Source: an optimization exercise on an open RTL-to-GDS flow (aim: small area, a short achievable clock period and few clock cycles). Production flows keep margins and buffers that such runs may drop.
Function was checked by simulation only, so behaviour that the tests miss may differ from the original.

## flow/constraint.sdc

```tcl
create_clock -name core_clock -period 7.0 [get_ports {clk}]
set_input_delay 1.4000 -clock core_clock [delete_from_list [all_inputs] [get_ports {clk}]]
set_output_delay 1.4000 -clock core_clock [all_outputs]
set_load 0.01 [all_outputs]
```

## flow/config.mk

```make
export PLATFORM = sky130hd
export DESIGN_NAME = lascon_top
export DESIGN_NICKNAME = lascon_top
export VERILOG_FILES = /design/flow/design.v
export SDC_FILE = /design/flow/constraint.sdc
export NUM_CORES = 4
export LEC_CHECK = 0
export CAP_MARGIN = 30
export CORE_MARGIN = 2
export CORE_UTILIZATION = 40
export PLACE_DENSITY = 0.5
export SETUP_SLACK_MARGIN = 3.0
export SLEW_MARGIN = 20
export SYNTH_HIERARCHICAL = 1
```

## flow/design.v

```verilog
`timescale 1ns / 1ps
module state_merge #(
    parameter int W = 384
)(
    input  logic [W-1:0] r_i,
    input  logic [W-1:0] u_i,
    input  logic [W-1:0] y_i,
    output logic [W-1:0] n_o
);
    assign n_o = (r_i & u_i) ^ y_i;
endmodule
`timescale 1ns / 1ps
module ascon_rounds #(
    parameter int NR = 2
)(
    input  logic [319:0] st_i,
    input  logic [3:0]   rc_i,
    output logic [319:0] st_o
);
    function automatic logic [319:0] ascon_round(input logic [319:0] s, input logic [7:0] c);
        logic [63:0] x0, x1, x2, x3, x4, t0, t1, t2, t3, t4;
        x0 = s[0*64 +: 64]; x1 = s[1*64 +: 64]; x2 = s[2*64 +: 64];
        x3 = s[3*64 +: 64]; x4 = s[4*64 +: 64];
        x2[7:0] = x2[7:0] ^ c;
        x0 = x0 ^ x4; x4 = x4 ^ x3; x2 = x2 ^ x1;
        t0 = ~x0 & x1; t1 = ~x1 & x2; t2 = ~x2 & x3; t3 = ~x3 & x4; t4 = ~x4 & x0;
        x0 = x0 ^ t1; x1 = x1 ^ t2; x2 = x2 ^ t3; x3 = x3 ^ t4; x4 = x4 ^ t0;
        x1 = x1 ^ x0; x0 = x0 ^ x4; x3 = x3 ^ x2; x2 = ~x2;
        x0 = x0 ^ {x0[18:0], x0[63:19]} ^ {x0[27:0], x0[63:28]};
        x1 = x1 ^ {x1[60:0], x1[63:61]} ^ {x1[38:0], x1[63:39]};
        x2 = x2 ^ {x2[0],    x2[63:1]}  ^ {x2[5:0],  x2[63:6]};
        x3 = x3 ^ {x3[9:0],  x3[63:10]} ^ {x3[16:0], x3[63:17]};
        x4 = x4 ^ {x4[6:0],  x4[63:7]}  ^ {x4[40:0], x4[63:41]};
        ascon_round = {x4, x3, x2, x1, x0};
    endfunction
    always_comb begin
        logic [3:0] r;
        st_o = st_i;
        for (int i = 0; i < NR; i++) begin
            r = rc_i + 4'(i);
            st_o = ascon_round(st_o, (i == 0) ? 8'd0 : {~r, r});
        end
    end
endmodule
`timescale 1ns / 1ps
module lascon_top #(
    parameter int LASCON_VARIANT = 0
)(
    input  logic        clk,
    input  logic        rst,
    input  logic [2:0]  mode_i,
    input  logic [31:0] xof_len_i,
    input  logic        start_i,
    input  logic        abort_i,
    output logic        busy_o,
    output logic        done_o,
    output logic        tag_fail_o,
    input  logic [63:0] s_axis_tdata,
    input  logic [7:0]  s_axis_tkeep,
    input  logic [3:0]  s_axis_tuser,
    input  logic        s_axis_tlast,
    input  logic        s_axis_tvalid,
    output logic        s_axis_tready,
    output logic [63:0] m_axis_tdata,
    output logic [7:0]  m_axis_tkeep,
    output logic [3:0]  m_axis_tuser,
    output logic        m_axis_tlast,
    output logic        m_axis_tvalid,
    input  logic        m_axis_tready
);
    localparam int NR = 2;    
    localparam logic [63:0] AEAD_IV = 64'h00001000808c0001;
    localparam logic [319:0] HIV_HASH = {64'h1a5c464906c5976d, 64'h3c7fd4a4d56a4db3,
        64'hae65396c6b34b81a, 64'h4bc3a01e333751d2, 64'h9b1e5494e934d681};
    localparam logic [319:0] HIV_XOF  = {64'he0547524db6f0bde, 64'h0ee0ea53416b58cc,
        64'he7508fd780085631, 64'hcc7ce6c75f1ef969, 64'hda82ce768d9447eb};
    localparam logic [319:0] HIV_CXOF = {64'h8f3f1d02d432bc46, 64'h2ab14907720780b6,
        64'he9901dec426e81b5, 64'h43d12d7dc0377bbc, 64'h675527c2a0e8de03};
    localparam logic [3:0] U_AD = 4'd3, U_PT = 4'd4, U_CT = 4'd5, U_TAG = 4'd6,
                           U_Z = 4'd8, U_DIG = 4'd9;
    localparam logic [11:0] P_IDLE = 12'd1, P_LOAD = 12'd2, P_AD0 = 12'd4, P_AD1 = 12'd8,
                            P_D0 = 12'd16, P_D1 = 12'd32, P_TOUT = 12'd64, P_TIN = 12'd128,
                            P_HABS = 12'd256, P_SQZ = 12'd512, P_FIN = 12'd1024, P_DONE = 12'd2048;
    localparam int I_IDLE = 0, I_LOAD = 1, I_AD0 = 2, I_AD1 = 3, I_D0 = 4, I_D1 = 5, I_TOUT = 6, I_TIN = 7, I_HABS = 8, I_SQZ = 9, I_FIN = 10, I_DONE = 11;
    function automatic logic [63:0] swap64(input logic [63:0] d);
        swap64 = {d[7:0], d[15:8], d[23:16], d[31:24], d[39:32], d[47:40], d[55:48], d[63:56]};
    endfunction
    logic [63:0] s0, s1, s2, s3, s4;
    logic [63:0] k0, k1;
    logic [11:0] ph;           
    logic        lastq;        
    logic        pa;           
    logic [3:0]  rc;           
    logic        post_k, post_d, post_p0, chain;
    logic [1:0]  cnt2;         
    logic [28:0] wcnt;         
    logic        abort_l;
    logic        tfail;        
    logic [63:0] obuf;
    logic        o_valid, o_last, o_dig;
    logic [3:0]  o_user;
    logic [7:0]  o_keep;
    logic [63:0] in_sw, bmask, padv, pin;
    always_comb begin
        in_sw = swap64(s_axis_tdata);
        for (int i = 0; i < 8; i++) bmask[63-8*i -: 8] = {8{s_axis_tkeep[i]}};
        padv = 64'd0;
        padv[63] = !s_axis_tkeep[0];
        for (int i = 1; i < 8; i++) padv[63-8*i] = s_axis_tkeep[i-1] && !s_axis_tkeep[i];
        pin = (in_sw & bmask) | padv;
    end
    logic is_aead, is_enc, is_hash256, in_full, in_z;
    assign is_aead    = (mode_i == 3'd0) || (mode_i == 3'd1);
    assign is_enc     = (mode_i == 3'd0);
    assign is_hash256 = (mode_i == 3'd2);
    assign in_full    = (s_axis_tkeep == 8'hFF);
    assign in_z       = (s_axis_tuser == U_Z);
    logic [319:0] st, rout;
    assign st = {s4, s3, s2, s1, s0};
    ascon_rounds #(.NR(NR)) u_rounds (.st_i(st), .rc_i(rc), .st_o(rout));
    state_merge #(.W(384)) u_merge (
        .r_i ({rout[0*64 +: 64], rout}),
        .u_i ({uo, {64{pa}}, {64{pa}}, {64{pa}}, u1, u0}),
        .y_i ({yo, y4, y3, y2c, y1, y0}),
        .n_o ({on, n4, n3, n2, n1, n0})
    );
    logic last;
    assign last = pa && lastq;
    logic or_free;
    assign or_free = !o_valid || m_axis_tready;
    logic tlast_out;
    assign tlast_out = o_last || (o_dig && (abort_i || abort_l));
    logic [319:0] base;
    logic [63:0] m0, m1, m2, m3, m4;       
    logic        dm0, dm1;                 
    logic        ld_k0, ld_k1;
    logic        o_ld;
    logic [2:0]  o_src;                    
    logic        o_ld_last, o_ld_dig, o_dat;
    logic [3:0]  o_ld_user;
    logic [7:0]  o_ld_keep;
    logic        rdy;
    logic [11:0] ph_n;
    logic        pa_n, post_k_n, post_d_n, post_p0_n, chain_n;
    logic [3:0]  rc_n;
    logic [1:0]  cnt2_n;
    logic [28:0] wcnt_n;
    logic        act, sq_last;
    logic        hsel;                     
    logic        xk3, xk4;
    logic xr;
    assign xr = !is_hash256 && (xof_len_i[2:0] != 3'd0);
    assign sq_last = (is_hash256 || (xof_len_i != 32'd0)) && (xr ? (wcnt == 29'd0) : (wcnt == 29'd1));
    task automatic start_perm(input logic p12, input logic pk, input logic pd, input logic pp0, input logic ch);
        pa_n = 1'b1;
        rc_n = p12 ? 4'd0 : 4'd4;
        post_k_n = pk; post_d_n = pd; post_p0_n = pp0; chain_n = ch;
    endtask
    always_comb begin
        ph_n = ph; pa_n = pa; rc_n = rc + 4'(NR);
        post_k_n = post_k; post_d_n = post_d; post_p0_n = post_p0; chain_n = chain;
        cnt2_n = cnt2; wcnt_n = wcnt;
        m0 = '0; m1 = '0; m2 = '0; m3 = '0; m4 = '0;
        dm0 = 1'b0; dm1 = 1'b0;
        ld_k0 = 1'b0; ld_k1 = 1'b0;
        o_ld = 1'b0; o_src = 3'd0; o_ld_last = 1'b0; o_ld_dig = 1'b0; o_dat = 1'b0;
        o_ld_user = U_DIG; o_ld_keep = 8'hFF;
        rdy = 1'b0;
        hsel = 1'b0;
        xk3 = 1'b0; xk4 = 1'b0;
        act = !pa || last;
        if (pa && last) begin
            pa_n = 1'b0;
            if (post_p0) m0[63] = 1'b1;
            if (post_k) begin xk3 = 1'b1; xk4 = 1'b1; end
            if (post_d) m4[0] = 1'b1;
            if (chain) begin
                act = 1'b0;
                if (ph[I_AD0] || ph[I_D0]) start_perm(1'b0, 1'b0, 1'b1, 1'b0, 1'b0);    
                else if (ph[I_TOUT] || ph[I_TIN]) start_perm(1'b1, 1'b1, 1'b0, 1'b0, 1'b0);  
                else start_perm(1'b1, 1'b0, 1'b0, 1'b0, 1'b0);                                 
            end
        end
        if (act) begin
            case (1'b1)
                ph[I_IDLE]: begin
                    rdy = 1'b1;
                    if (start_i) begin
                        cnt2_n = 2'd0;
                        wcnt_n = is_hash256 ? 29'd4 : xof_len_i[31:3];
                        if (is_aead) begin
                            hsel = 1'b1;
                            ph_n = P_LOAD;
                            if (s_axis_tvalid) begin
                                m1 = in_sw; ld_k0 = 1'b1; cnt2_n = 2'd1;
                            end
                        end else begin
                            hsel = 1'b1;
                            ph_n = P_HABS;
                            if (s_axis_tvalid) begin
                                m0 = pin;
                                if (s_axis_tlast) begin
                                    start_perm(1'b1, 1'b0, 1'b0, in_full, in_full);
                                    ph_n = in_z ? P_HABS : P_SQZ;
                                end else start_perm(1'b1, 1'b0, 1'b0, 1'b0, 1'b0);
                            end
                        end
                    end
                end
                ph[I_LOAD]: begin
                    rdy = 1'b1;
                    if (s_axis_tvalid) begin
                        cnt2_n = cnt2 + 2'd1;
                        case (cnt2)
                            2'd0: begin m1 = in_sw; ld_k0 = 1'b1; end
                            2'd1: begin m2 = in_sw; ld_k1 = 1'b1; end
                            2'd2: begin m3 = in_sw; end
                            default: begin
                                m4 = in_sw;
                                start_perm(1'b1, 1'b1, 1'b0, 1'b0, 1'b0);
                                ph_n = P_AD0;
                            end
                        endcase
                    end
                end
                ph[I_AD1]: begin
                    rdy = 1'b1;
                    if (s_axis_tvalid) begin
                        m1 = pin;
                        if (s_axis_tlast) begin
                            if (in_full) start_perm(1'b0, 1'b0, 1'b0, 1'b1, 1'b1);
                            else         start_perm(1'b0, 1'b0, 1'b1, 1'b0, 1'b0);
                            ph_n = P_D0;
                        end else begin
                            start_perm(1'b0, 1'b0, 1'b0, 1'b0, 1'b0);
                            ph_n = P_AD0;
                        end
                    end
                end
                ph[I_AD0], ph[I_D0], ph[I_D1]: begin
                    rdy = or_free;
                    if (s_axis_tvalid && or_free) begin
                        if (ph[I_AD0] && s_axis_tuser == U_AD) begin
                            m0 = pin;
                            if (s_axis_tlast) begin
                                if (in_full) m1[63] = 1'b1;
                                start_perm(1'b0, 1'b0, 1'b1, 1'b0, 1'b0);
                                ph_n = P_D0;
                            end else ph_n = P_AD1;
                        end else begin
                            if (ph[I_AD0]) m4[0] = ~m4[0];    
                            o_ld = 1'b1; o_dat = 1'b1;
                            o_ld_user = is_enc ? U_CT : U_PT;
                            o_ld_keep = s_axis_tkeep;
                            if (ph[I_D1]) begin
                                m1 = pin; dm1 = !is_enc; o_src = 3'd1;
                                o_ld_last = is_enc ? (s_axis_tlast && !in_full) : s_axis_tlast;
                            end else begin
                                m0 = pin; dm0 = !is_enc; o_src = 3'd0;
                                o_ld_last = is_enc ? 1'b0 : s_axis_tlast;
                            end
                            cnt2_n = 2'd0;
                            if (s_axis_tlast) begin
                                if (ph[I_D1] && in_full) begin
                                    start_perm(1'b0, 1'b1, 1'b0, 1'b1, 1'b1);
                                end else begin
                                    if (!ph[I_D1] && in_full) m1[63] = 1'b1;
                                    xk3 = ~xk3; xk4 = ~xk4;
                                    start_perm(1'b1, 1'b1, 1'b0, 1'b0, 1'b0);
                                end
                                ph_n = is_enc ? P_TOUT : P_TIN;
                            end else if (ph[I_D1]) begin
                                start_perm(1'b0, 1'b0, 1'b0, 1'b0, 1'b0);
                                ph_n = P_D0;
                            end else ph_n = P_D1;
                        end
                    end
                end
                ph[I_TOUT]: begin
                    if (or_free && !pa) begin
                        o_ld = 1'b1; o_ld_user = 4'd6; o_ld_keep = 8'hFF;
                        if (cnt2 == 2'd0) begin
                            o_src = 3'd3; cnt2_n = 2'd1;
                        end else begin
                            o_src = 3'd4; o_ld_last = 1'b1; ph_n = P_FIN;
                        end
                    end
                end
                ph[I_TIN]: begin
                    rdy = !pa;
                    if (!pa && s_axis_tvalid) begin
                        cnt2_n = cnt2 + 2'd1;
                        if (cnt2 == 2'd0) m3 = in_sw;
                        else begin m4 = in_sw; ph_n = P_DONE; end
                    end
                end
                ph[I_HABS]: begin
                    rdy = 1'b1;
                    if (s_axis_tvalid) begin
                        m0 = pin;
                        if (s_axis_tlast) begin
                            start_perm(1'b1, 1'b0, 1'b0, in_full, in_full);
                            ph_n = in_z ? P_HABS : P_SQZ;
                        end else start_perm(1'b1, 1'b0, 1'b0, 1'b0, 1'b0);
                    end
                end
                ph[I_SQZ]: begin
                    if (or_free) begin
                        o_ld = 1'b1; o_src = 3'd0; o_ld_dig = 1'b1;
                        o_ld_last = sq_last || abort_i || abort_l;
                        wcnt_n = wcnt - 29'd1;
                        if (sq_last || abort_i || abort_l) ph_n = P_FIN;
                        else start_perm(1'b1, 1'b0, 1'b0, 1'b0, 1'b0);
                    end
                end
                ph[I_FIN]: begin
                    if (or_free) ph_n = P_DONE;
                end
                ph[I_DONE]: begin
                    ph_n = P_IDLE;
                end
                default: ;
            endcase
        end
        if (o_valid && o_dig && m_axis_tready && tlast_out) begin
            ph_n = P_DONE; pa_n = 1'b0; o_ld = 1'b0;
        end
    end
    logic [319:0] cst, hb;
    logic [63:0] x0, x1, y0, y1, y2, y3, y4, u0, u1, n0, n1, n2, n3, n4;
    logic [63:0] uo, yo, y2c, on;
    always_comb begin
        case (mode_i)
            3'd0, 3'd1: cst = {256'd0, AEAD_IV};
            3'd2:       cst = HIV_HASH;
            3'd3:       cst = HIV_XOF;
            default:    cst = HIV_CXOF;
        endcase
        hb = hsel ? cst : ((pa) ? 320'd0 : st);
        x0 = hb[0*64 +: 64] ^ m0;
        x1 = hb[1*64 +: 64] ^ m1;
        y0 = x0;
        y1 = x1;
        y2 = hb[2*64 +: 64] ^ m2;
        y3 = hb[3*64 +: 64] ^ (m3 | (xk3 ? k0 : 64'd0));
        y4 = hb[4*64 +: 64] ^ {m4[63:1] | (xk4 ? k1[63:1] : 63'd0), m4[0] ^ (xk4 && k1[0])};
        u0 = {64{pa}};
        u1 = {64{pa}};
        for (int b = 0; b < 64; b++) begin
            if (dm0 && bmask[b]) begin u0[b] = 1'b0; y0[b] = in_sw[b]; end
            if (dm1 && bmask[b]) begin u1[b] = 1'b0; y1[b] = in_sw[b]; end
        end
        uo = {64{o_ld && o_src == 3'd0 && pa}};
        if (!o_ld)                yo = obuf;
        else if (o_src == 3'd0)   yo = x0;
        else if (o_src == 3'd1)   yo = x1;
        else if (o_src == 3'd3)   yo = s3;
        else                      yo = s4;
        y2c = y2 ^ {56'd0, pa_n ? {~rc_n, rc_n} : 8'd0};
    end
    always_ff @(posedge clk) begin
        s0 <= n0;
        s1 <= n1;
        s2 <= n2;
        s3 <= n3;
        s4 <= n4;
        if (ld_k0) k0 <= in_sw;
        if (ld_k1) k1 <= in_sw;
        rc <= rc_n;
        lastq <= (rc_n == 4'(12 - NR));
        post_k <= post_k_n; post_d <= post_d_n; post_p0 <= post_p0_n; chain <= chain_n;
        cnt2 <= cnt2_n;
        wcnt <= wcnt_n;
        obuf <= on;
        if (o_ld) begin
            o_last <= o_ld_last; o_dig <= o_ld_dig; o_user <= o_ld_user; o_keep <= o_ld_keep;
        end
    end
    always_ff @(posedge clk or posedge rst) begin
        if (rst) begin
            ph <= P_IDLE;
            pa <= 1'b0;
            o_valid <= 1'b0;
            abort_l <= 1'b0;
            tfail   <= 1'b0;
        end else begin
            ph <= ph_n;
            pa <= pa_n;
            o_valid <= o_ld || (o_valid && !m_axis_tready);
            abort_l <= (ph[I_IDLE]) ? 1'b0 : (abort_l || abort_i);
            tfail   <= ph[I_TIN] && ((s3 != 64'd0) || (y4 != 64'd0));
        end
    end
    assign s_axis_tready = rdy;
    assign m_axis_tvalid = o_valid;
    assign m_axis_tdata  = o_valid ? swap64(obuf) : 64'd0;
    assign m_axis_tkeep  = o_keep;
    assign m_axis_tuser  = o_user;
    assign m_axis_tlast  = tlast_out;
    assign busy_o        = (!ph[I_IDLE]) && (!ph[I_DONE]);
    assign done_o        = (ph[I_DONE]);
    assign tag_fail_o    = (ph[I_DONE]) && tfail;
endmodule
```

## flow/run.sh

```bash
#!/bin/bash
# synth_recipe.tcl (not shown) runs the flow's synth.tcl, then flattens the netlist and writes it again
# the make line also repeats each setting of config.mk as NAME=value (left out here)
make -C /OpenROAD-flow-scripts/flow DESIGN_CONFIG=/design/flow/config.mk WORK_HOME=/design/flow/orfs CLKGATE_MAP_FILE= SYNTH_SCRIPT=/design/flow/synth_recipe.tcl finish
```

==> results of run 1 <==
==> sequential cells by signal, indices dropped and copies added (netlist names), 2 cells and up <==
signal	cells
k1	64
s4	64
s3	64
o_keep	8
cnt2	2
o_user	4
s2	64
s0	64
rc	4
ph	12
k0	64
wcnt	29
s1	64
obuf	64
==> worst reg2reg max path: cells and delay by family, from the launching register on <==
family                     cells  cell delay, ns
buffers and inverters          1            0.13
xor gates and xnor gates       7            2.77
adders and majority gates      1            0.46
and+or+nand+nor                1            0.23
DFF                            1            0.50
==> stage by stage <==
step,cells,area [um2],hold WS [ns],util [%]
2_1_floorplan,7155,67330,0.4930,-
3_3_place_gp,9561,74020,0.5531,44.31
3_5_place_dp,9616,74710,0.5624,44.73
4_1_cts,9975,85590,0.5688,51.24
5_1_grt,10140,89110,0.5870,53.35
6_report,10160,89160,0.5706,53.38
==> routing by layer <==
metal / vias up / global-route usage, %
met3: 1127 / 19.11
met2: 5055 / 67.45
met1: 32110 / 63.63
li1: 25770 / -
met4: 16 / 30.97
met5: - / 0
==> path summary, 6_finish.rpt <==
path / endpoint / start / depth (start not counted)
worst max register to register: s1[41]$_DFF_P_ / s3[23]$_DFF_P_ / 10
worst min register to register: obuf[63]$_DFF_P_ / obuf[63]$_DFF_P_ / 2
min in group asynchronous: ph[1]$_DFFE_PP0P_ / rst / 2
worst min-delay path: obuf[63]$_DFF_P_ / obuf[63]$_DFF_P_ / 2
max in group asynchronous: ph[5]$_DFFE_PP0P_ / rst / 3
worst max-delay path: s1[31]$_DFF_P_ / s_axis_tkeep[4] / 9
==> cells in the mapped netlist (135+ instances only) <==
cell      number
inv_1        324
nand3_1      135
xnor2_1     1350
nor2_1       279
ha_1         265
nand2_1      920
xnor3_1      403
clkbuf_1     262
a21oi_1      376
dfxtp_1      393
edfxtp_1     173
xnor2_2      184
xor2_1       583
o21ai_0      182
mux2i_1      146
==> logic make-up after synthesis <==
| logic type | count (synthesis) | share of synthesized area, % |
|---|---|---|
| xor gates and xnor gates | 2584 | 45.22 |
| and+or+nand+nor | 1805 | 12.14 |
| AOI/OAI and AO/OA | 976 | 9.417 |
| buffers and inverters | 647 | 3.658 |
| DFF | 582 | 20.02 |
| adders and majority gates | 376 | 6.709 |
| muxes | 185 | 2.837 |
==> final cells by class <==
type                       count  area [um2]
antenna                       24       60.06
clock buffer                 117        2243
clock inverter                30       369.1
fill                       15110       77880
inverter                     329        1242
multi-input combinational   5928       58930
sequential                   582       13640
tap                         2204        2758
timing repair buffer         946        9913
==> timing repair <==
action	in CTS	in global routing
cloned	8	4
endpoints found under the setup margin	408	301
setup buffers	204	155
pin swaps	199	192
resized for setup	794	338
==> qor.csv, run 1 <==
metric;value;unit
outcome;no timing/DRC/antenna violations;
CTS H-tree lvls;3;
Least-Margin Pin Slew;1.187;ns
worst path cell trace;clkdlybuf4s15_1, buf_4, nand2_1, a211oi_1, o21ai_0, a21oi_1, xor2_1, o21ai_0, xnor2_1;
Max Freq;0.2394;GHz
#FFs+latches synth;582;
Setup Skew;0.04213;ns
IO Count;200;
delay-heaviest family, CP;compound AO/OA/AOI/OAI gates;
gr usage total;49.00;%
initial antenna violation count;39;
most common cell after layout, fill and taps aside;xnor2_1;
CTS Hold Bufs;0;
Final HPWL DP;356.3;mm
layout cells sized above 1;25.66;%
Synth Flop Type;dfxtp_1;
Syn Inst Count;7155;
drt drc;0;
Post-Syn Area;67250;um2
Post-synth EDFFs;173;
pre-CTS setup slack;1.251;ns
top sig layer;met5;
slowest stage delay, CP;0.97;ns
Slew headroom;20.38;%
DR vias;64080;
Worst-path clk slew;0.06;ns
first-pass GRT wire length;556.1;mm
drt initial violations;10220;
Sum Neg Setup Slack;0;ns
Top cell by count, worst path;o21ai_0;
gr ovfl total;0;
Syn Nets;7538;
row count;150;
Die Span X;414.0;um
crit path DAT;4.74;ns
TritonCTS buffer count;79;
CP Max Fanout;11;
r2r setup slk;2.85;ns
fraction of registers with async set/reset;2.749;%
clock sinks;582;
Hold Fails Final Rpt;0;
slowest stage cell, crit path;a211oi_1;
Area Overhead vs Synth;32.58;%
CP Class;in2reg;
sequential area share after synthesis;20.02;%
WL met1;166.1;mm
1st-pass router iterations;7;
hold crit path type;reg2reg;
CTS tree;built;
Tcrit/Tclk final;59.68;%
cell taking the most area after synthesis;xnor2_1;
syn avg cell area;9.399;um2
Initial Utilization;40.26;%
Yosys top cell area share;17.58;%
Synth cell types;90;
Vias/cell;6.307;
crit start category;input port;
Area contributors post-synth;xnor2_1 18%, xnor3_1 13%, dfxtp_1 12%;
port buffer count;199;
root buffer cell;clkbuf_16;
Die H;414.0;um
antenna-violating nets left;0;
met2 WL post-DR;171.0;mm
gp weighted congestion;1.140;
Required @ worst endpoint;7.56;ns
Routed WL;437.3;mm
Slew Viols, Final;0;
Layout Nets;8249;
Warnings, synthesis;8;
clock buffer depth;3;
Setup Viol. Count Final;0;
unrepaired setup endpoints after global routing;yes;
CP Capture Type;flop;
min Tclk post-route;4.178;ns
vias in the first global route;57110;
drt wl/cell;43.04;um
clock latency at the later pin of the worst-skew pair;0.74;ns
metal3 WL;64.56;mm
CORE AREA;167000;um2
final worst slack;2.822;ns
largest net degree at the start of global routing;93;
commonest cells after routing, fill and taps aside;982 x xnor2_1, 916 x nand2_1, 535 x buf_4, 490 x xor2_1, 368 x a21oi_1;
DIE AREA;171400;um2
max cap viols;0;
crit path buf inv count;2;
Testbench counts, summed over its fixed seeds: cycles 20,321.
==> run 2: changes to the inputs <==
--- a/flow/config.mk
+++ b/flow/config.mk
@@ -11,3 +11,3 @@
 export PLACE_DENSITY = 0.5
-export SETUP_SLACK_MARGIN = 3.0
+export SETUP_SLACK_MARGIN = 3.2
 export SLEW_MARGIN = 20
==> run 2 against run 1 <==
Effect of this change:
- worst setup slack better by 0.19 ns
- routed wire length increased by 0.18%
- synthesized area unchanged
- register-to-register slack better by 0.22 ns
- clock skew is 0.0062 ns higher
- cell count grew 3.1%
- synthesized cell count stayed put
- sequential share of layout area down 0.73 points
- die area stayed put
- fmax rose by 4.7%
- highest routed layer unchanged
==> qor.csv, run 2 <==
metric;value;unit
outcome;no timing/DRC/antenna violations;
Syn Inst Count;7155;
Sum Neg Setup Slack;0;ns
Slew Viols, Final;0;
drt drc;0;
Worst-path clk slew;0.06;ns
port buffer count;199;
unrepaired setup endpoints after global routing;yes;
Required @ worst endpoint;7.57;ns
cell taking the most area after synthesis;xnor2_1;
r2r setup slk;3.07;ns
min Tclk post-route;3.990;ns
Hold Fails Final Rpt;0;
placed instance area;74790;um2
Least-Margin Pin Slew;1.140;ns
Min-Delay Path Depth;3;
Post-Syn Area;67250;um2
CORE AREA;167000;um2
drt wl/cell;41.82;um
Worst R2R Path Depth;14;
syn avg cell area;9.399;um2
worst hold endpoint;obuf[40]$_DFF_P_;
DR vias;65450;
hold crit path type;reg2reg;
Syn Nets;7538;
crit path DAT;4.56;ns
Synth cell types;90;
CTS H-tree lvls;3;
Routed WL;438.1;mm
FF-to-FF End;tfail$_DFF_PP0_;
fraction of registers with async set/reset;2.749;%
CP Class;in2reg;
Die Span X;414.0;um
gp weighted congestion;1.160;
CTS tree;built;
Yosys top cell area share;17.58;%
vias in the first global route;58760;
initial antenna violation count;32;
CTS Hold Bufs;0;
Max Freq;0.2507;GHz
layout cells sized above 1;34.15;%
first-pass GRT wire length;557.3;mm
#FFs+latches synth;582;
CP Max Fanout;8;
Area Overhead vs Synth;41.58;%
final instance area;95210;um2
cell with the most instances after synthesis;xnor2_1;
Setup Viol. Count Final;0;
reg2reg start;ph[2]$_DFFE_PP0P_;
Vias/cell;6.248;
Slew headroom;24.00;%
sequential area share after synthesis;20.02;%
gr ovfl total;0;
Synth Flop Type;dfxtp_1;
row count;150;
Final HPWL DP;352.3;mm
TritonCTS buffer count;78;
Layout Nets;8570;
DIE AREA;171400;um2
synth cell count leaders;1350 x xnor2_1, 920 x nand2_1, 583 x xor2_1;
IO Count;200;
drt initial violations;9590;
commonest cells after routing, fill and taps aside;893 x nand2_1, 881 x xnor2_1, 749 x buf_4, 435 x xor2_1, 371 x xnor2_2;
clock latency at the later pin of the worst-skew pair;0.72;ns
CP Capture Type;flop;
Area contributors post-synth;xnor2_1 18%, xnor3_1 13%, dfxtp_1 12%;
crit start category;input port;
clock sinks;582;
antenna-violating nets left;0;
Post-synth EDFFs;173;
Setup Skew;0.04829;ns
Warnings, synthesis;8;
root buffer cell;clkbuf_16;
max cap viols;0;
largest net degree at the start of global routing;90;
clock buffer depth;3;
Tcrit/Tclk final;56.99;%
gr usage total;48.95;%
Hold Startpoint;obuf[40]$_DFF_P_;
1st-pass router iterations;9;
most common cell after layout, fill and taps aside;nand2_1;
Initial Utilization;40.26;%
Die H;414.0;um
-- run 2: cell types whose count changed in the layout (fill, tap and decap cells not counted), moves of 39 or more --
cell | before | now
dfxtp_4 | 18 | 73
buf_12 | 143 | 190
xnor3_1 | 277 | 195
dfxtp_1 | 294 | 223
buf_6 | 28 | 95
xor2_2 | 63 | 107
xnor2_2 | 309 | 371
xnor3_2 | 134 | 214
ha_1 | 258 | 200
buf_4 | 535 | 749
xnor2_4 | 253 | 292
xor2_1 | 490 | 435
xnor2_1 | 982 | 881
-- run 2: worst max-delay path, cell delays in order --
cell	delay [ns]
buf_12	0.09
nand4_1	0.13
buf_6	0.16
nor3_4	0.27
buf_6	0.14
nor4_4	0.04
buf_4	0.16
xnor2_4	0.21
buf_12	0.18
buf_12	0.13
a32oi_4	0.05
xor2_2	0.23
nor4_2	0.37
nand4_1	0.47
o41a_1	0.50
-- run 2: routing by layer --
metal	routed length (um)	part of all wire (%)	GRT usage, %
met3	69200	16	20.52
met5	390	0.089	0
met4	36920	8.4	31.77
met1	162200	37	63.15
met2	169400	39	66.44
-- run 2: per-stage QoR --
step	hold slack, ns	worst slack (ns)	util (%)	cells
floorplan	0.4930	2.944	-	7155
global placement	0.5454	0.8042	44.34	9579
detailed placement	0.5583	0.9583	44.77	9644
CTS	0.5725	3.040	53.76	10220
global route	0.6008	3.077	56.97	10460
finish	0.5681	3.010	57.00	10470
-- run 2: worst max path at each step --
stage	startpoint	end	slack, ns	depth (start not counted)
2_1_floorplan	abort_i	obuf[10]$_DFF_P_	2.94	9
3_3_place_gp	start_i	tfail$_DFF_PP0_	0.80	10
3_5_place_dp	s_axis_tkeep[0]	tfail$_DFF_PP0_	0.96	11
4_1_cts	s_axis_tvalid	tfail$_DFF_PP0_	3.04	14
5_1_grt	s1[10]$_DFF_P_	s3[60]$_DFF_P_	3.08	16
6_report	s_axis_tkeep[0]	tfail$_DFF_PP0_	3.01	15
-- run 2: cell families after synthesis --
kind of cell,Yosys count,share of synthesized area [%]
AOI/OAI and AO/OA,976,9.417
xor gates and xnor gates,2584,45.22
adders and majority gates,376,6.709
buffers and inverters,647,3.658
DFF,582,20.02
muxes,185,2.837
and+or+nand+nor,1805,12.14
-- run 2: what timing repair did --
item,4_1_cts,5_1_grt
buffers inserted,423,229
setup endpoints to repair,421,328
resized for setup,1197,654
pin swaps,417,371
gates cloned,9,3
-- run 2: cell type report --
| type | instances | area, um2 |
|---|---|---|
| Inverter | 329 | 1246 |
| Antenna cell | 19 | 47.55 |
| Timing Repair Buffer | 1267 | 13170 |
| Clock inverter | 29 | 335.3 |
| Tap cell | 2204 | 2758 |
| Clock buffer | 115 | 2253 |
| Sequential cell | 582 | 13870 |
| Fill cell | 14710 | 71820 |
| Multi-Input combinational cell | 5929 | 61520 |
==> run 3: changes to the inputs <==
--- a/flow/config.mk
+++ b/flow/config.mk
@@ -11,3 +11,3 @@
 export PLACE_DENSITY = 0.5
-export SETUP_SLACK_MARGIN = 3.2
+export SETUP_SLACK_MARGIN = 3.1
 export SLEW_MARGIN = 20
==> run 3 against run 2 <==
Effect of this change:
- still clean on timing, DRC and antenna
- first-iteration DRC count increased by 18%
- critical path depth decreased by 3
- register-to-register slack got worse by 0.11 ns
- synthesized area is the same
- synthesized cell count stayed put
- cell count decreased by 1.7%
- sequential share of layout area up 0.34 points
- global-route usage rose by 1.1 points
- sequential cell count unchanged
- highest routed layer unchanged
==> qor.csv, run 3 <==
metric;value;unit
crit path DAT;4.66;ns
Max Freq;0.2473;GHz
Yosys top cell area share;17.58;%
TritonCTS buffer count;76;
Tcrit/Tclk final;57.78;%
Initial Utilization;40.26;%
Area contributors post-synth;xnor2_1 18%, xnor3_1 13%, dfxtp_1 12%;
Least-Margin Pin Slew;1.181;ns
CP Capture Type;flop;
crit path buf inv count;3;
M2 GR Usage;68.26;%
antenna-violating nets left;0;
gr ovfl total;0;
Synth cell types;90;
drt wl/cell;43.41;um
clock buffer depth;3;
Min-Delay Path Depth;3;
final instance area;92070;um2
syn avg cell area;9.399;um2
max cap viols;0;
1st-pass router iterations;6;
Syn Inst Count;7155;
root buffer cell;clkbuf_16;
Required @ worst endpoint;7.61;ns
DR vias;65350;
FF-to-FF End;s1[55]$_DFF_P_;
Post-synth EDFFs;173;
Die Span X;414.0;um
CTS tree;built;
Routed WL;447.2;mm
Post-Syn Area;67250;um2
Fillers;14710;
final worst slack;2.956;ns
Warnings, synthesis;8;
worst hold endpoint;obuf[45]$_DFF_P_;
Slew Viols, Final;0;
worst path cell trace;buf_4, inv_1, ha_1, xor2_1, buf_4, xnor3_2, xor2_2, xnor3_2, xor2_1, xnor2_2, nand2_1, xnor2_1;
Worst-path clk slew;0.06;ns
Sum Neg Setup Slack;0;ns
commonest cells after routing, fill and taps aside;957 x xnor2_1, 913 x nand2_1, 601 x buf_4, 455 x xor2_1, 362 x a21oi_1;
drt drc;0;
layout cells sized above 1;29.39;%
clock sinks;582;
vias in the first global route;58620;
Worst R2R Path Depth;12;
Hold Startpoint;obuf[45]$_DFF_P_;
cell with the most instances after synthesis;xnor2_1;
CTS H-tree lvls;3;
CP Class;reg2reg;
gr usage total;50.09;%
crit start category;flop;
first-pass GRT wire length;568.0;mm
clock latency at the later pin of the worst-skew pair;0.77;ns
synth cell count leaders;1350 x xnor2_1, 920 x nand2_1, 583 x xor2_1;
DP Cell Count;9621;
gp weighted congestion;1.137;
min Tclk post-route;4.044;ns
IO Count;200;
Min Hold Slack;0.5682;ns
outcome;no timing/DRC/antenna violations;
Final HPWL DP;360.2;mm
initial antenna violation count;42;
cell taking the most area after synthesis;xnor2_1;
Area Overhead vs Synth;36.91;%
most common cell after layout, fill and taps aside;xnor2_1;
Slew headroom;21.14;%
Critical Path Stages;12;
sequential area share after synthesis;20.02;%
reg2reg start;s3[37]$_DFF_P_;
hold crit path type;reg2reg;
grt met1 use;63.74;%
Syn Nets;7538;
drt initial violations;11310;
CP Max Fanout;5;
Setup Viol. Count Final;0;
largest net degree at the start of global routing;125;
unrepaired setup endpoints after global routing;yes;
r2r setup slk;2.96;ns
placed instance area;74930;um2
Die H;414.0;um
slowest stage cell, crit path;xnor3_2;
Layout Nets;8391;
port buffer count;199;
met3 GRT Util;21.04;%
Hold Fails Final Rpt;0;
pre-CTS setup slack;0.8567;ns
CORE AREA;167000;um2
DIE AREA;171400;um2
Synth Flop Type;dfxtp_1;
Final Non-Filler Cells;10300;
row count;150;
slowest stage delay, CP;0.58;ns
fraction of registers with async set/reset;2.749;%
delay-heaviest family, CP;XOR/XNOR gates;
gr busiest metal;met2;
Vias/cell;6.344;
#FFs+latches synth;582;
Setup Skew;0.05545;ns
run 3: cell count changes in the layout (fill, tap and decap cells not counted), moves of 36 or more:
cell     previous run  this run
dfxtp_4            73        31
buf_4             749       601
xnor3_2           214       178
ha_1              200       249
xnor2_2           371       305
xnor2_1           881       957
run 3: area by class of cell:
| class | count | area (um2) | share of cell area [%] |
|---|---|---|---|
| Sequential cell | 582 | 13730 | 14.91 |
| Inverter | 329 | 1235 | 1.341 |
| Antenna cell | 27 | 67.56 | 0.07339 |
| Timing Repair Buffer | 1089 | 11710 | 12.72 |
| Clock inverter | 34 | 285.3 | 0.3099 |
| Multi-Input combinational cell | 5930 | 60130 | 65.31 |
| Tap cell | 2204 | 2758 | 2.995 |
| Clock buffer | 106 | 2150 | 2.335 |
run 3: cell families (layout without fill, tap and decap cells):
family,count (synthesis),after routing,synth area share (%)
xor+xnor,2584,2585,45.22
fa+ha+maj,376,376,6.709
simple gates,1805,1807,12.14
other cells,0,27,0
mux,185,185,2.837
compound gates,976,977,9.417
buf+inv,647,1558,3.658
flops,582,582,20.02
run 3: tightest hold or removal path, cell delays in order (launching register included):
cell,delay (ns)
dfxtp_1,0.32
nand2_1,0.04
o21ai_0,0.09
xnor2_1,0.08
run 3: worst max-delay path by stage:
stage                    startpoint                to  slack (ns)
finish               s3[37]$_DFF_P_    s1[55]$_DFF_P_        2.96
global route         s1[44]$_DFF_P_    s3[27]$_DFF_P_        3.01
CTS                 s_axis_tkeep[3]   tfail$_DFF_PP0_        2.98
detailed placement  s_axis_tkeep[1]   tfail$_DFF_PP0_        0.86
global placement            start_i   tfail$_DFF_PP0_        0.17
floorplan                   abort_i  obuf[11]$_DFF_P_        2.94
run 3: metal layers:
| layer | vias up | share of wire [%] |
|---|---|---|
| li1 | 26060 | - |
| met1 | 32400 | 37 |
| met2 | 5522 | 38 |
| met3 | 1348 | 16 |
| met4 | 27 | 9.1 |
| met5 | - | 0.071 |
run 3: timing repair:
action / 4_1_cts / 5_1_grt
resized for setup: 979 / 445
buffers inserted: 319 / 175
pin swaps: 310 / 257
setup endpoints to repair: 422 / 323
gates cloned: 13 / 3
hold buffers: 0 / 0
run 3: through the flow:
step	util (%)
floorplan	-
global placement	44.43
detailed placement	44.86
CTS	52.75
global route	55.08
finish	55.12
==> run 4: changes to the inputs <==
--- a/flow/config.mk
+++ b/flow/config.mk
@@ -11,4 +11,4 @@
 export PLACE_DENSITY = 0.5
-export SETUP_SLACK_MARGIN = 3.1
-export SLEW_MARGIN = 20
+export SETUP_SLACK_MARGIN = 3.0
+export SLEW_MARGIN = 65
 export SYNTH_HIERARCHICAL = 1
==> run 4 against run 3 <==
Effect of this change:
- still clean
- sequential share of layout area up 0.28 points
- fmax down 2.8%
- hold slack better by 0.0012 ns
- first-iteration DRC count down 9.6%
- clock-buffer cell count down 7
- die area unchanged
- core utilization down 1.2 points
- synthesized cell count unchanged
- highest routed layer unchanged
==> qor.csv, run 4 <==
metric;value;unit
outcome;no timing/DRC/antenna violations;
CTS tree;built;
vias in the first global route;57540;
Sum Neg Setup Slack;0;ns
final worst slack;2.840;ns
clock latency at the later pin of the worst-skew pair;0.74;ns
CTS Hold Bufs;0;
#FFs+latches synth;582;
CP Capture Type;flop;
Hold Fails Final Rpt;0;
Setup Skew;0.03116;ns
min Tclk post-route;4.160;ns
hold crit path type;reg2reg;
Syn Nets;7538;
Final HPWL DP;360.5;mm
1st-pass router iterations;8;
Yosys top cell area share;17.58;%
DIE AREA;171400;um2
TritonCTS buffer count;78;
commonest cells after routing, fill and taps aside;949 x xnor2_1, 906 x nand2_1, 560 x buf_4, 472 x xor2_1, 359 x a21oi_1;
final instance area;89980;um2
pre-CTS setup slack;1.398;ns
CTS H-tree lvls;3;
cell taking the most area after synthesis;xnor2_1;
row count;150;
most common cell after layout, fill and taps aside;xnor2_1;
Slew Viols, Final;0;
unrepaired setup endpoints after global routing;yes;
clock buffer depth;3;
Worst-path clk slew;0.06;ns
Vias/cell;6.309;
Syn Inst Count;7155;
CP Class;reg2reg;
Setup Viol. Count Final;0;
Die H;414.0;um
Slew headroom;59.27;%
crit path DAT;4.78;ns
Warnings, synthesis;8;
Layout Nets;8318;
sequential area share after synthesis;20.02;%
port buffer count;199;
Area Overhead vs Synth;33.81;%
layout cells sized above 1;28.95;%
Synth Flop Type;dfxtp_1;
Tcrit/Tclk final;59.42;%
first-pass GRT wire length;556.1;mm
Max Freq;0.2404;GHz
Post-Syn Area;67250;um2
CORE AREA;167000;um2
drt wl/cell;42.77;um
crit start category;flop;
Routed WL;437.0;mm
Area contributors post-synth;xnor2_1 18%, xnor3_1 13%, dfxtp_1 12%;
gr ovfl total;0;
clock sinks;582;
Post-synth EDFFs;173;
cell with the most instances after synthesis;xnor2_1;
drt initial violations;10230;
gp weighted congestion;1.140;
syn avg cell area;9.399;um2
drt drc;0;
max cap viols;0;
Required @ worst endpoint;7.62;ns
Die Span X;414.0;um
Synth cell types;90;
Least-Margin Pin Slew;0.6088;ns
initial antenna violation count;29;
antenna-violating nets left;0;
Initial Utilization;40.26;%
DR vias;64460;
fraction of registers with async set/reset;2.749;%
IO Count;200;
synth cell count leaders;1350 x xnor2_1, 920 x nand2_1, 583 x xor2_1;
CP Max Fanout;5;
gr usage total;48.93;%
placed instance area;80740;um2
largest net degree at the start of global routing;93;
root buffer cell;clkbuf_16;
run 4: metal layers:
metal	vias to the layer above	GRT usage (%)	wire length, um
met4	14	31.30	35470
met2	5179	66.69	170700
met1	32240	64.58	165700
met3	1100	18.11	65010
met5	-	0	95
li1	25930	-	-
run 4: worst paths after layout:
kind                                       start                end  slack (ns)  cells after the start
worst min register to register  obuf[63]$_DFF_P_   obuf[63]$_DFF_P_        0.57                      2
min in group asynchronous                    rst  ph[5]$_DFFE_PP0P_        1.00                      2
max in group asynchronous                    rst  ph[0]$_DFFE_PP1P_        5.69                      2
worst max-delay path              s3[15]$_DFF_P_     s1[60]$_DFF_P_        2.84                     12
worst max register to register    s3[15]$_DFF_P_     s1[60]$_DFF_P_        2.84                     12
worst min-delay path            obuf[63]$_DFF_P_   obuf[63]$_DFF_P_        0.57                      2
run 4: logic make-up (layout without fill, tap and decap cells):
logic type | Yosys count | in the layout | synth area share (%)
xor+xnor | 2584 | 2584 | 45.22
simple gates | 1805 | 1806 | 12.14
compound gates | 976 | 976 | 9.417
buf+inv | 647 | 1490 | 3.658
flops | 582 | 582 | 20.02
fa+ha+maj | 376 | 376 | 6.709
mux | 185 | 185 | 2.837
other cells | 0 | 14 | 0
run 4: area by class of cell:
type,instances,area (um2)
antenna,14,35.03
fill,15180,77050
clock inverter,45,511.7
tap,2204,2758
timing repair buffer,1017,9625
multi-input combinational,5927,59980
sequential,582,13670
clock buffer,99,2153
inverter,329,1245
run 4: stage by stage:
step / utilization (%) / cells / hold slack, ns
floorplan: - / 7155 / 0.4930
global placement: 44.31 / 9561 / 0.5531
detailed placement: 48.34 / 9784 / 0.5581
CTS: 51.68 / 10040 / 0.5710
global route: 53.85 / 10200 / 0.5924
finish: 53.87 / 10220 / 0.5694
run 4: critical path: stages (launching register included):
cell	delay, ns
dfxtp_2	0.47
inv_1	0.12
ha_1	0.37
xnor2_1	0.22
xnor2_1	0.15
buf_4	0.26
xnor3_1	0.64
xor2_2	0.33
xnor3_2	0.51
xor2_1	0.23
xnor2_2	0.43
nand2_1	0.15
xnor2_1	0.15
run 4: what timing repair did:
| item | in CTS | in global routing |
|---|---|---|
| gates resized for setup | 368 | 333 |
| setup buffers | 107 | 144 |
| setup endpoints to repair | 298 | 262 |
| pin swaps | 132 | 217 |
| cloned | 6 | 6 |
==> run 5: changes to the inputs <==
--- a/flow/config.mk
+++ b/flow/config.mk
@@ -12,3 +12,3 @@
 export SETUP_SLACK_MARGIN = 3.0
-export SLEW_MARGIN = 65
+export SLEW_MARGIN = 50
 export SYNTH_HIERARCHICAL = 1
==> run 5 against run 4 <==
Effect of this change:
- critical endpoint is now s1[47]$_DFF_P_
- via count is 1.1% lower
- clock-buffer cell count grew 8
- die area unchanged
- largest cell class unchanged
- highest routed layer unchanged
- synthesized cell count did not move
- core utilization fell by 0.18 points
- register-to-register slack about the same
- worst setup slack gained 0.0054 ns
==> qor.csv, run 5 <==
metric;value;unit
Synth Flop Type;dfxtp_1;
clock buffer depth;3;
Routed WL;436.1;mm
final worst slack;2.846;ns
initial antenna violation count;26;
max cap viols;0;
crit path DAT;4.76;ns
DR vias;63740;
IO Count;200;
layout cells sized above 1;26.15;%
cell taking the most area after synthesis;xnor2_1;
Least-Margin Pin Slew;0.7905;ns
Slew Viols, Final;0;
CORE AREA;167000;um2
cell with the most instances after synthesis;xnor2_1;
Synth cell types;90;
drt wl/cell;43.02;um
drt drc;0;
syn avg cell area;9.399;um2
CP Capture Type;flop;
min Tclk post-route;4.154;ns
largest net degree at the start of global routing;93;
Yosys top cell area share;17.58;%
Vias/cell;6.288;
TritonCTS buffer count;76;
Post-synth EDFFs;173;
drt initial violations;10130;
clock sinks;582;
pre-CTS setup slack;1.251;ns
crit start category;flop;
fraction of registers with async set/reset;2.749;%
CP Class;reg2reg;
unrepaired setup endpoints after global routing;yes;
Fillers;15130;
clock latency at the later pin of the worst-skew pair;0.72;ns
Worst-path clk slew;0.06;ns
outcome;no timing/DRC/antenna violations;
vias in the first global route;56990;
Final Util;53.69;%
most common cell after layout, fill and taps aside;xnor2_1;
gr usage total;49.10;%
Worst R2R Path Depth;11;
first-pass GRT wire length;556.1;mm
Area Overhead vs Synth;33.37;%
row count;150;
Setup Viol. Count Final;0;
Max Freq;0.2407;GHz
gp weighted congestion;1.140;
CTS H-tree lvls;3;
Layout Nets;8228;
hold crit path type;reg2reg;
Setup Skew;0.03347;ns
Syn Inst Count;7155;
commonest cells after routing, fill and taps aside;964 x xnor2_1, 914 x nand2_1, 504 x buf_4, 490 x xor2_1, 366 x a21oi_1;
antenna-violating nets left;0;
Warnings, synthesis;8;
CTS tree;built;
Slew headroom;47.13;%
Min-Delay Path Depth;2;
Hold Fails Final Rpt;0;
Syn Nets;7538;
Initial Utilization;40.26;%
#FFs+latches synth;582;
Required @ worst endpoint;7.60;ns
placed instance area;76760;um2
Sum Neg Setup Slack;0;ns
gr ovfl total;0;
Post-Syn Area;67250;um2
1st-pass router iterations;6;
Tcrit/Tclk final;59.35;%
Area contributors post-synth;xnor2_1 18%, xnor3_1 13%, dfxtp_1 12%;
root buffer cell;clkbuf_16;
Die H;414.0;um
DIE AREA;171400;um2
synth cell count leaders;1350 x xnor2_1, 920 x nand2_1, 583 x xor2_1;
port buffer count;199;
Die Span X;414.0;um
sequential area share after synthesis;20.02;%
Final HPWL DP;357.6;mm
CP Max Fanout;4;
final instance area;89690;um2
[run 5: cell count changes in the layout (fill, tap and decap cells not counted), sizes merged, moves of 3 or more]
| cell | delta |
|---|---|
| clkinv | +3 |
| dlymetal6s2s | -3 |
| clkdlybuf4s50 | +13 |
| inv | -7 |
| diode | +12 |
| clkdlybuf4s15 | -3 |
| buf | -94 |
| bufbuf | +3 |
| dlygate4sd2 | +7 |
| bufinv | -8 |
[run 5: kinds of logic (layout without fill, tap and decap cells)]
family,Yosys count,after routing,synth area share [%]
DFF,582,582,20.02
adders and majority gates,376,376,6.709
buffers and inverters,647,1398,3.658
xor gates and xnor gates,2584,2584,45.22
AOI/OAI and AO/OA,976,976,9.417
and+or+nand+nor,1805,1806,12.14
other,0,26,0
muxes,185,185,2.837
[run 5: per-layer routing]
metal / GRT usage, % / vias up / routed length [um]
met1: 63.89 / 31960 / 165600
met2: 67.36 / 4953 / 170200
met3: 19.15 / 1067 / 64960
met4: 31.26 / 8 / 35290
li1: - / 25750 / -
met5: 0 / - / 50
[run 5: path summary, 6_finish.rpt]
check / slack, ns / from / to
setup / recovery: 2.85 / s1[54]$_DFF_P_ / s1[47]$_DFF_P_
hold / removal: 0.56 / obuf[6]$_DFF_P_ / obuf[6]$_DFF_P_
setup reg to reg: 2.85 / s1[54]$_DFF_P_ / s1[47]$_DFF_P_
hold reg to reg: 0.56 / obuf[6]$_DFF_P_ / obuf[6]$_DFF_P_
max in group asynchronous: 5.47 / rst / pa$_DFF_PP0_
min in group asynchronous: 1.08 / rst / ph[1]$_DFFE_PP0P_
[run 5: through the flow]
stage | hold WS (ns) | std cells
5_1_grt | 0.5972 | 10110
6_report | 0.5637 | 10140
3_3_place_gp | 0.5531 | 9561
3_5_place_dp | 0.5580 | 9576
4_1_cts | 0.5704 | 9974
2_1_floorplan | 0.4930 | 7155
[run 5: final cells by class]
type | count | area, um2 | share of cell area, %
antenna | 26 | 65.06 | 0.07254
clock buffer | 107 | 2118 | 2.362
clock inverter | 33 | 265.3 | 0.2958
inverter | 329 | 1244 | 1.387
multi-input combinational | 5927 | 59620 | 66.48
sequential | 582 | 13630 | 15.20
tap | 2204 | 2758 | 3.075
timing repair buffer | 929 | 9983 | 11.13
[run 5: worst max-delay path, cell delays in order, from the launching register on]
cell and delay [ns]:
dfxtp_1 0.41, inv_1 0.11, ha_1 0.37, xnor2_4 0.23, xnor2_4 0.47, xnor3_1 0.52, mux2i_1 0.24, xnor3_2 0.50
xnor2_1 0.21, xnor2_2 0.52, nand2_1 0.24, xnor2_1 0.17
[run 5: timing repair]
| item | in CTS | in global routing |
|---|---|---|
| gates cloned | 9 | 1 |
| setup buffers | 249 | 132 |
| hold buffers | 0 | 0 |
| pin swaps | 215 | 174 |
| endpoints found under the setup margin | 364 | 287 |
| resized for setup | 615 | 294 |
==> run 6: changes to the inputs <==
--- a/flow/config.mk
+++ b/flow/config.mk
@@ -9,6 +9,6 @@
 export CORE_MARGIN = 2
-export CORE_UTILIZATION = 40
+export CORE_UTILIZATION = 35
 export PLACE_DENSITY = 0.5
 export SETUP_SLACK_MARGIN = 3.0
-export SLEW_MARGIN = 50
+export SLEW_MARGIN = 20
 export SYNTH_HIERARCHICAL = 1
==> run 6 against run 5 <==
Effect of this change:
- worst setup slack better by 0.047 ns
- first-iteration DRC count is 8.4% lower
- largest cell class unchanged
- final area is 0.31% higher
- die area is 14% higher
- via count is 0.14% higher
- highest routed layer unchanged
- synthesized cell count stayed put
- non-clock buffer count is 116 higher
- synthesized area stayed put
- routed wire length is 3.1% higher
- sequential share of layout area hardly changed
==> qor.csv, run 6 <==
metric;value;unit
XOR/XNOR Fraction of Synth Area;45.22;%
largest family of logic cells by synthesized area;XOR/XNOR gates;
commonest cells after routing, fill and taps aside;993 x xnor2_1, 917 x nand2_1, 627 x buf_4, 488 x xor2_1, 367 x a21oi_1;
min Tclk post-route;4.107;ns
Max Freq;0.2435;GHz
DIE AREA;195700;um2
unrepaired setup endpoints after global routing;yes;
crit path DAT;4.70;ns
layout cells sized above 1;26.97;%
Hold Fails Final Rpt;0;
syn avg cell area;9.399;um2
worst hold endpoint;obuf[36]$_DFF_P_;
Tcrit/Tclk final;58.68;%
largest net degree at the start of global routing;127;
Setup Viol. Count Final;0;
vias in the first global route;57300;
worst path cell trace;buf_4, inv_1, ha_1, xor2_1, buf_4, xnor3_1, xor2_1, xnor3_2, xnor2_2, xnor2_4, nand2_2, xnor2_1;
fraction of registers with async set/reset;2.749;%
TritonCTS buffer count;78;
port buffer count;199;
Synth Flop Type;dfxtp_1;
slowest stage cell, crit path;xnor3_2;
hold crit path type;reg2reg;
Hold Startpoint;obuf[36]$_DFF_P_;
clock latency at the later pin of the worst-skew pair;0.72;ns
max cap viols;0;
CTS tree;built;
#FFs+latches synth;582;
clock sinks;582;
DR vias;63830;
Min-Delay Path Depth;2;
FF-to-FF End;s1[44]$_DFF_P_;
Post-Syn Area;67250;um2
Least-Margin Pin Slew;1.284;ns
CORE AREA;190600;um2
drt drc;0;
Final HPWL DP;368.6;mm
clock buffer depth;3;
crit start category;flop;
Initial Utilization;35.28;%
CTS Hold Bufs;0;
Synth Area in Compound Gates;9.417;%
drt wl/cell;42.59;um
Slew Viols, Final;0;
Vias/cell;6.049;
antenna-violating nets left;0;
initial antenna violation count;37;
Required @ worst endpoint;7.60;ns
Worst R2R Path Depth;12;
Syn Nets;7538;
gp weighted congestion;1.133;
Yosys top cell area share;17.58;%
CP Class;reg2reg;
drt initial violations;9277;
Warnings, synthesis;8;
Final Util;47.21;%
first-pass GRT wire length;569.8;mm
Area Overhead vs Synth;33.79;%
CP Capture Type;flop;
CTS H-tree lvls;3;
IO Count;200;
cell taking the most area after synthesis;xnor2_1;
CP Max Fanout;5;
Synth cell types;90;
Routed WL;449.4;mm
gr usage total;44.19;%
Area contributors post-synth;xnor2_1 18%, xnor3_1 13%, dfxtp_1 12%;
Post-synth EDFFs;173;
Slew headroom;13.58;%
synth cell count leaders;1350 x xnor2_1, 920 x nand2_1, 583 x xor2_1;
Synth Area in Adders;6.709;%
r2r setup slk;2.89;ns
row count;160;
slowest stage delay, CP;0.56;ns
simple-gate share of the synthesized area;12.14;%
reg2reg start;s3[41]$_DFF_P_;
Setup Skew;0.02156;ns
Worst-path clk slew;0.06;ns
1st-pass router iterations;6;
most common cell after layout, fill and taps aside;xnor2_1;
Syn Inst Count;7155;
sequential area share after synthesis;20.02;%
mux share of post-synthesis cell area;2.837;%
Sum Neg Setup Slack;0;ns
outcome;no timing/DRC/antenna violations;
root buffer cell;clkbuf_16;
Layout Nets;8347;
gr ovfl total;0;
Die Span X;442.3;um
cell with the most instances after synthesis;xnor2_1;
Die H;442.3;um
==> run 6: cell count changes in the layout (fill, tap and decap cells not counted), sizes merged <==
cell and delta:
clkbuf +15, inv -2, clkdlybuf4s50 +9, clkdlybuf4s15 +2
bufinv +5, diode -12, dlygate4sd2 -7, clkinv -9
a21oi +1, clkinvlp -2, buf +109, dlymetal6s2s -1
==> run 6: what timing repair did <==
item,in CTS,in global routing
resized for setup,803,345
endpoints found under the setup margin,406,302
buffers inserted,240,171
pin swaps,218,197
cloned,9,2
==> run 6: per-layer routing <==
metal	global-route usage (%)	share of wire, %	vias up
li1	-	-	25970
met1	59.25	40	32250
met2	61.11	39	4669
met3	14.44	14	925
met4	26.73	7.4	24
met5	0	0.036	-
==> run 6: layout make-up <==
type	instances	area [um2]
Antenna cell	14	35.03
Clock buffer	118	2297
Clock inverter	25	289.0
Fill cell	18070	100600
Inverter	329	1244
Multi-Input combinational cell	5928	58640
Sequential cell	582	13660
Tap cell	2511	3142
Timing Repair Buffer	1045	10660
==> run 6: critical path: cells and delay by family, from the launching register on <==
family                   cells  cell delay [ns]
AND/OR/NAND/NOR              1             0.15
buffers and inverters        3             0.60
flip-flops                   1             0.30
adder cells (fa/ha/maj)      1             0.35
XOR/XNOR                     7             2.56
==> run 6: cell families (layout without fill, tap and decap cells) <==
logic type	Yosys count	in the layout
xor+xnor	2584	2584
simple gates	1805	1806
compound gates	976	977
buf+inv	647	1517
flops	582	582
fa+ha+maj	376	376
mux	185	185
other cells	0	14
==> run 6: worst max-delay path by stage <==
stage / slack [ns] / cells past startpoint / start / endpoint
after global placement: 0.91 / 11 / s3[8]$_DFF_P_ / s1[11]$_DFF_P_
after CTS: 2.89 / 11 / s4[45]$_DFF_P_ / s1[41]$_DFF_P_
after global routing: 2.90 / 13 / s3[19]$_DFF_P_ / s1[44]$_DFF_P_
final: 2.89 / 12 / s3[41]$_DFF_P_ / s1[44]$_DFF_P_
after floorplan: 2.94 / 9 / abort_i / obuf[11]$_DFF_P_
after detailed placement: 1.06 / 9 / mode_i[2] / tfail$_DFF_PP0_
==> run 6: stage by stage <==
| stage | worst slack [ns] | hold WS (ns) | cells | cell area, um2 |
|---|---|---|---|---|
| 2_1_floorplan | 2.943 | 0.4930 | 7155 | 67330 |
| 3_3_place_gp | 0.9077 | 0.5384 | 9904 | 74760 |
| 3_5_place_dp | 1.065 | 0.5429 | 9970 | 75480 |
| 4_1_cts | 2.885 | 0.5558 | 10360 | 86380 |
| 5_1_grt | 2.903 | 0.5972 | 10540 | 89940 |
| 6_report | 2.893 | 0.5496 | 10550 | 89970 |
==> run 7: changes to the inputs <==
--- a/flow/config.mk
+++ b/flow/config.mk
@@ -9,3 +9,3 @@
 export CORE_MARGIN = 2
-export CORE_UTILIZATION = 35
+export CORE_UTILIZATION = 45
 export PLACE_DENSITY = 0.5
==> run 7 against run 6 <==
Effect of this change:
- fmax decreased by 2.3%
- synthesized area unchanged
- clock skew up 0.033 ns
- non-clock buffer count down 126
- via count grew 1.4%
- still clean on timing, DRC and antenna
- synthesized cell count is the same
- die area down 22%
- first-iteration DRC count increased by 23%
- clock-buffer cell count down 13
- critical path type is now in2reg
- global-route usage up 9.3 points
==> qor.csv, run 7 <==
metric;value;unit
CORE AREA;148000;um2
outcome;no timing/DRC/antenna violations;
Setup Skew;0.05483;ns
CP Capture Type;flop;
gp weighted congestion;1.170;
TritonCTS buffer count;75;
#FFs+latches synth;582;
Layout Nets;8218;
final worst slack;2.796;ns
sequential area share after synthesis;20.02;%
unrepaired setup endpoints after global routing;yes;
Synth cell types;90;
Max Freq;0.2379;GHz
CP Max Fanout;3;
root buffer cell;clkbuf_16;
crit start category;input port;
clock latency at the later pin of the worst-skew pair;0.73;ns
crit path DAT;4.78;ns
initial antenna violation count;25;
Hold Fails Final Rpt;0;
IO Count;200;
cell taking the most area after synthesis;xnor2_1;
gr ovfl total;0;
Yosys top cell area share;17.58;%
r2r setup slk;2.83;ns
vias in the first global route;58690;
Post-synth EDFFs;173;
DR vias;64700;
Warnings, synthesis;8;
DIE AREA;152500;um2
1st-pass router iterations;9;
fraction of registers with async set/reset;2.749;%
CTS H-tree lvls;3;
Worst-path clk slew;0.06;ns
synth cell count leaders;1350 x xnor2_1, 920 x nand2_1, 583 x xor2_1;
pre-CTS setup slack;0.9613;ns
drt drc;0;
antenna-violating nets left;0;
syn avg cell area;9.399;um2
Area contributors post-synth;xnor2_1 18%, xnor3_1 13%, dfxtp_1 12%;
port buffer count;199;
Routed WL;420.9;mm
most common cell after layout, fill and taps aside;xnor2_1;
drt wl/cell;42.79;um
cell with the most instances after synthesis;xnor2_1;
Vias/cell;6.576;
row count;141;
Required @ worst endpoint;7.58;ns
clock buffer depth;3;
Die Span X;390.6;um
layout cells sized above 1;24.87;%
Synth Flop Type;dfxtp_1;
Syn Nets;7538;
gr usage total;53.54;%
Initial Utilization;45.43;%
Setup Viol. Count Final;0;
Post-Syn Area;67250;um2
Tcrit/Tclk final;60.05;%
CTS tree;built;
hold crit path type;reg2reg;
Sum Neg Setup Slack;0;ns
max cap viols;0;
CP Class;in2reg;
min Tclk post-route;4.204;ns
first-pass GRT wire length;541.4;mm
Least-Margin Pin Slew;1.292;ns
clock sinks;582;
CTS Hold Bufs;0;
Final HPWL DP;339.7;mm
commonest cells after routing, fill and taps aside;1014 x xnor2_1, 916 x nand2_1, 527 x buf_4, 492 x xor2_1, 367 x a21oi_1;
Syn Inst Count;7155;
Area Overhead vs Synth;30.61;%
Die H;390.6;um
Slew headroom;13.85;%
drt initial violations;11410;
Slew Viols, Final;0;
largest net degree at the start of global routing;148;
[run 7: cell types whose count changed in the layout (fill, tap and decap cells not counted), moves of 8 or more]
cell,change
buf_12,-12
buf_4,-100
dfxtp_4,-8
xnor3_1,+20
xnor2_2,-32
nor2_1,+8
nor2_2,-8
xnor2_4,+11
xnor3_2,-21
xnor2_1,+21
buf_6,-15
xor2_2,-9
[run 7: through the flow]
| stage | utilization (%) | instances | instance area (um2) | hold slack [ns] |
|---|---|---|---|---|
| after detailed placement | 49.89 | 9315 | 73850 | 0.5627 |
| after CTS | 57.07 | 9664 | 84480 | 0.5827 |
| after global routing | 59.32 | 9827 | 87800 | 0.6120 |
| after floorplan | - | 7155 | 67330 | 0.4930 |
| final | 59.34 | 9838 | 87830 | 0.5830 |
| after global placement | 49.47 | 9246 | 73220 | 0.5499 |
[run 7: cell type report]
type                    instances  area, um2
fillers                     12550      60190
multi-input cells            5928      58520
flip-flops and latches        582      13630
repair buffers                919       9432
well taps                    1930       2415
clock buffers                 105       2091
inverters                     329       1245
clock inverters                33      464.2
diodes                         12      30.03
[run 7: per-layer routing]
layer	global-route usage (%)	wire (um)	up-vias
met5	0.5423	357	-
met4	38.54	39750	16
met3	25.30	70660	1376
met2	71.07	159600	5724
met1	67.07	150500	31890
li1	-	-	25700
[run 7: path summary, 6_finish.rpt]
path | from | endpoint | cells after the start
max reg2reg | s4[39]$_DFF_P_ | s1[47]$_DFF_P_ | 12
min in group asynchronous | rst | ph[9]$_DFFE_PP0P_ | 2
min reg2reg | obuf[53]$_DFF_P_ | obuf[53]$_DFF_P_ | 3
min | obuf[53]$_DFF_P_ | obuf[53]$_DFF_P_ | 3
max in group asynchronous | rst | pa$_DFF_PP0_ | 2
max | s_axis_tkeep[7] | tfail$_DFF_PP0_ | 16
[run 7: repair_timing]
item / 4_1_cts / 5_1_grt
pin swaps: 197 / 178
buffers inserted: 200 / 159
endpoints found under the setup margin: 465 / 302
gates resized for setup: 780 / 342
gates cloned: 11 / 1
[run 7: critical path, stage by stage]
cell,delay [ns]
buf_6,0.07
buf_6,0.11
nand4_1,0.10
buf_6,0.15
nor3_4,0.18
buf_6,0.13
nor4_4,0.03
buf_4,0.17
xnor2_4,0.15
buf_6,0.15
buf_6,0.11
a32oi_4,0.27
xor2_4,0.20
nor4_4,0.36
nand4b_1,0.59
o41a_1,0.60
[run 7: logic make-up after synthesis]
family                     count (synthesis)  share of synthesized area, %
DFF                                      582                         20.02
muxes                                    185                         2.837
and+or+nand+nor                         1805                         12.14
xor gates and xnor gates                2584                         45.22
buffers and inverters                    647                         3.658
AOI/OAI and AO/OA                        976                         9.417
adders and majority gates                376                         6.709

-- port drivers added, routing unchanged --
No port has a modelled driver above. Below, the same layouts with a new extraction and two added sets of constraints. Step 1 (the two cells are an assumption about what drives the block):
set clk [get_ports {clk}]
set_driving_cell -lib_cell sky130_fd_sc_hd__clkbuf_16 $clk
set_driving_cell -lib_cell sky130_fd_sc_hd__buf_2 [delete_from_list [all_inputs] $clk]
Step 2 times the ports against the registers' clock, not the clock port: input delays grow and output delays shrink by t, the midpoint of the rising clock arrivals with the driver on. a / b / c = no drivers / after step 1 / after step 2; a / b = the first two.
run | t, ns | slack for setup (ns) | hold slack, ns | worst register clock-pin slew, ns | worst data-port slew with drivers (ns)
run 1 | 0.809 | 2.822 / 2.846 / 2.071 | 0.571 / 0.571 / 0.571 | 0.07 / 0.07 | 0.11
run 2 | 0.788 | 3.010 / 3.044 / 2.256 | 0.568 / 0.568 / 0.568 | 0.07 / 0.07 | 0.06
run 3 | 0.824 | 2.956 / 2.956 / 2.252 | 0.568 / 0.568 / 0.568 | 0.10 / 0.10 | 0.07
run 4 | 0.808 | 2.840 / 2.840 / 2.170 | 0.569 / 0.569 / 0.569 | 0.07 / 0.07 | 0.10
run 5 | 0.802 | 2.846 / 2.846 / 2.248 | 0.564 / 0.564 / 0.564 | 0.07 / 0.07 | 0.14
run 6 | 0.801 | 2.893 / 2.893 / 2.227 | 0.550 / 0.550 / 0.550 | 0.07 / 0.07 | 0.12
run 7 | 0.782 | 2.796 / 2.825 / 2.043 | 0.583 / 0.583 / 0.583 | 0.08 / 0.08 | 0.08
After both steps every run listed still meets setup and hold. For run 2, which loses most, drivers alone change the setup slack by +0.034 ns; drivers and shift together by -0.754 ns.
